Source: an optimization exercise on an open RTL-to-GDS flow (aim: small area and a short achievable clock period). Production flows keep margins and buffers that such runs may drop. Only simulation tests tie the RTL to the original design; equivalence was not proved. Power and IR drop assume default switching activity.

Setup of lane 1:
## alu
module alu #(parameter DATA_WIDTH = 32, OP = 3)
(
    input wire start,
    input wire clk,
    input wire reset_n,
    input wire [DATA_WIDTH - 1 : 0] A,
    input wire [DATA_WIDTH - 1 : 0] B,
    input wire [OP - 1 : 0] op,
    output wire [DATA_WIDTH - 1 : 0] result,
    output reg done
);
  wire in_mul = (op == 3'b101);
  wire in_sub = (op == 3'b100) | (op == 3'b110);
  wire [32:0] bx = {B, 1'b0};
  reg [31:0] a_r;
  reg [2:0]  op_r;
  reg [15:0] bone_r, btwo_r, nneg_r;
  reg        done_reg;
  integer k;
  always @(posedge clk) begin
    a_r  <= A;
    op_r <= op;
    for (k = 0; k < 16; k = k + 1) begin
      bone_r[k] <= bx[2*k+1] ^ (in_mul ? bx[2*k] : in_sub);
      btwo_r[k] <= (bx[2*k+2] ^ bx[2*k+1]) & ~(bx[2*k+1] ^ bx[2*k]);
      nneg_r[k] <= ~(bx[2*k+2] ^ (in_sub & ~in_mul));
    end
  end
  always @(posedge clk or negedge reset_n) begin
    if (!reset_n) done_reg <= 1'b0;
    else          done_reg <= start && (op != 3'b011);
  end
  wire [31:0] bs;    
  genvar gb;
  generate for (gb = 0; gb < 16; gb = gb + 1) begin : brec
    assign bs[2*gb]   = bone_r[gb];
    assign bs[2*gb+1] = ~nneg_r[gb];
  end endgenerate
  wire is_and = (op_r == 3'b000);
  wire is_or  = (op_r == 3'b001);
  wire is_add = (op_r == 3'b010);
  wire is_sub = (op_r == 3'b100);
  wire is_mul = (op_r == 3'b101);
  wire is_slt = (op_r == 3'b110);
  wire arith = is_add | is_sub | is_slt;
  wire [31:0] nx = ({32{arith}} & a_r) | ({32{is_and}} & (a_r & bs)) | ({32{is_or}} & (a_r | bs));
  wire [31:0] ny = {32{arith}} & bs;
  reg [31:0] x_r, y_r;
  ...
export LEC_CHECK = 0
export CAP_MARGIN = 20
export CORE_MARGIN = 2
export CORE_UTILIZATION = 45
export SETUP_SLACK_MARGIN = 5
export SLEW_MARGIN = 20
export SYNTH_HIERARCHICAL = 1
export SYNTH_MINIMUM_KEEP_SIZE = 0
create_clock -name core_clock -period 9.5 [get_ports {clk}]
standard.sh (not shown) runs the stock make flow with config.mk's settings and CLKGATE_MAP_FILE= SYNTH_SCRIPT=/design/flow/synth_recipe.tcl, a recipe that flattens the netlist after the stock synthesis.
==> flow/flow/run.sh <==
#!/bin/bash
# The standard layout flow (standard.sh, ORFS with the standard flow's config), with three changes:
#  - after floorplan, combinational cells are set to drive strength 1 (downsize.tcl), so that
#    the resizer, which sees the placement, chooses the sizes instead of synthesis;
#  - the ports are buffered with buf_2 cells (ORFS would pick clkdlybuf4s50_1 delay cells);
#  - repair_timing aims at a setup slack margin of 5.15 ns.
set -e
export BUFFER_PORTS_ARGS="-buffer_cell sky130_fd_sc_hd__buf_2"
bash standard.sh SETUP_SLACK_MARGIN=5.15 floorplan > standard_floorplan.log 2>&1
ODB_IN=$(ls -d orfs/results/*/alu/base)/2_floorplan.odb openroad -no_splash -exit flow/downsize.tcl > downsize.log 2>&1
bash standard.sh SETUP_SLACK_MARGIN=5.15 finish > standard.log 2>&1
==> flow/flow/downsize.tcl <==
# Set every combinational cell that synthesis gave a larger drive strength back to its
# drive-1 version; placement's repair_design and repair_timing then size cells for the
# actual loads and wires. Registers and other sequential cells are left as they are.
read_db $::env(ODB_IN)
set db [ord::get_db]
set n 0
foreach inst [[ord::get_db_block] getInsts] {
  set m [$inst getMaster]
  set name [$m getName]
  if {[$m isSequential]} { continue }
  if {[regexp {^(sky130_fd_sc_hd__[a-z0-9]+)_([0-9]+)$} $name -> base size] && $size > 1} {
    if {[string match "*df*" $base] || [string match "*dl*" $base] || [string match "*clk*" $base]} { continue }
    set new [$db findMaster ${base}_1]
    if {$new ne "NULL"} {
      $inst swapMaster $new
      incr n
    }
  }
}
puts "downsized $n instances"
write_db $::env(ODB_IN)
Lane 1 finished every step from synthesis to the final layout, and the layout passed the timing, DRC and antenna checks.
Relative to lane 1, the following input files were edited for lane 2:
Settings: setting CTS_BUF_LIST to sky130_fd_sc_hd__clkbuf_4 sky130_fd_sc_hd__clkbuf_8 for the first time.
==> flow/flow/run.sh <==
#!/bin/bash
# The standard layout flow (standard.sh, ORFS with the standard flow's config), with three changes:
#  - after floorplan, combinational cells are set to drive strength 1 (downsize.tcl), so that
#    the resizer, which sees the placement, chooses the sizes instead of synthesis;
#  - the ports are buffered with buf_2 cells (ORFS would pick clkdlybuf4s50_1 delay cells);
#  - repair_timing aims at a setup slack margin of 5 ns.
set -e
export BUFFER_PORTS_ARGS="-buffer_cell sky130_fd_sc_hd__buf_2"
bash standard.sh SETUP_SLACK_MARGIN=5 floorplan > standard_floorplan.log 2>&1
ODB_IN=$(ls -d orfs/results/*/alu/base)/2_floorplan.odb openroad -no_splash -exit flow/downsize.tcl > downsize.log 2>&1
bash standard.sh SETUP_SLACK_MARGIN=5 finish > standard.log 2>&1
==> comparison <==
Compared to lane 1, lane 2 has area added between synthesis and finish 3.7 points lower.
From lane 1 to lane 2 the numbers moved as follows: power share of the clock group -1.5 points; non-filler instance count after layout now smaller.
diff inputs: lane 2 => lane 3
Settings: clearing CTS_BUF_LIST, which used to be sky130_fd_sc_hd__clkbuf_4 sky130_fd_sc_hd__clkbuf_8.
==> flow/flow/run.sh <==
#!/bin/bash
# The standard layout flow (standard.sh, ORFS with the standard flow's config), with three changes:
#  - after floorplan, combinational cells are set to drive strength 1 (downsize.tcl), so that
#    the resizer, which sees the placement, chooses the sizes instead of synthesis;
#  - the ports are buffered with buf_2 cells (ORFS would pick clkdlybuf4s50_1 delay cells);
#  - repair_timing aims at a setup slack margin of 5.3 ns.
set -e
export BUFFER_PORTS_ARGS="-buffer_cell sky130_fd_sc_hd__buf_2"
bash standard.sh SETUP_SLACK_MARGIN=5.3 floorplan > standard_floorplan.log 2>&1
ODB_IN=$(ls -d orfs/results/*/alu/base)/2_floorplan.odb openroad -no_splash -exit flow/downsize.tcl > downsize.log 2>&1
bash standard.sh SETUP_SLACK_MARGIN=5.3 finish > standard.log 2>&1
==> notes.md <==
Number of max-slew violations in the final report: lane 3 vs lane 2 identical. Diff lane 2..lane 3 | synthesized-area fraction occupied by xor and xnor cells | unchanged. Between lane 2 and lane 3, final critical-path required period decreased. Looking at register-to-register setup slack, lane 3 sits above lane 2.
Edits applied to the flow inputs when going from lane 3 to lane 4:
==> flow/flow/run.sh <==
#!/bin/bash
# The standard layout flow (standard.sh, ORFS with the standard flow's config), with three changes:
#  - after floorplan, combinational cells are set to drive strength 1 (downsize.tcl), so that
#    the resizer, which sees the placement, chooses the sizes instead of synthesis;
#  - the ports are buffered with buf_2 cells (ORFS would pick clkdlybuf4s50_1 delay cells);
#  - repair_timing aims at a setup slack margin of 5 ns.
set -e
export BUFFER_PORTS_ARGS="-buffer_cell sky130_fd_sc_hd__buf_2"
bash standard.sh SETUP_SLACK_MARGIN=5 floorplan > standard_floorplan.log 2>&1
ODB_IN=$(ls -d orfs/results/*/alu/base)/2_floorplan.odb openroad -no_splash -exit flow/downsize.tcl > downsize.log 2>&1
bash standard.sh SETUP_SLACK_MARGIN=5 finish > standard.log 2>&1
==> notes.md <==
- Compared with lane 3, lane 4 shows placer's final routability congestion estimate lower by 1.5%.
- Share of the cycle needed by the critical path after routing up 1.6 points in lane 4 wrt lane 3
- Starting density of the core came out exactly the same in lane 4 and lane 3.
- Lane 4 vs lane 3 on routed wire length: lane 4 is the lower one.
- Post-route clock skew across lane 4 and lane 3: no real change.
- The capturing element of the worst setup path comes out result[31] in one run and result[25] in the other, namely in lane 4 and lane 3 respectively.
- Relative to lane 3, share of post-route cells with drive strength above 1 decreased by 9.9 points in lane 4.
- On area of combinational cells with multiple inputs: lane 4 sits below lane 3.
- Overall power: lane 4 better than lane 3
- Relative to lane 3, lane 4 degrades timing-limited maximum frequency.
- Re detailed-routing iteration count for the pre-antenna-repair pass: lane 4 is 1 up on lane 3.
- Against lane 3, lane 4 reports a worst hold slack that is higher.

-- what the ideal ports hide --
Ports are ideal in the flow. The routed layouts listed here were re-timed in OpenROAD.
Step 1: set_driving_cell puts a clkbuf_16 on clk and a buf_2 on each other input, an assumption about the parent block.
Step 2 also shifts input and output timing later by t, the mid clock arrival at the registers, as if the neighbouring blocks saw the same clock.
Slacks: no drivers / after step 1 / after step 2; pairs: no drivers / after step 1.
run | t (ns) | setup slack, ns | worst setup path after step 2 | slew at the worst register clock pin (ns) | worst slew at a driven data input, ns
lane 1 | 0.505 | 5.199 / 5.145 / 5.270 | register to register | 0.07 / 0.07 | 0.05
lane 2 | 0.542 | 5.106 / 5.056 / 5.169 | register to register | 0.10 / 0.10 | 0.05
lane 3 | 0.494 | 5.267 / 5.213 / 5.383 | register to register | 0.08 / 0.08 | 0.06
lane 4 | 0.512 | 5.114 / 5.057 / 5.161 | register to register | 0.07 / 0.07 | 0.05
After both steps every run listed still meets setup and hold.
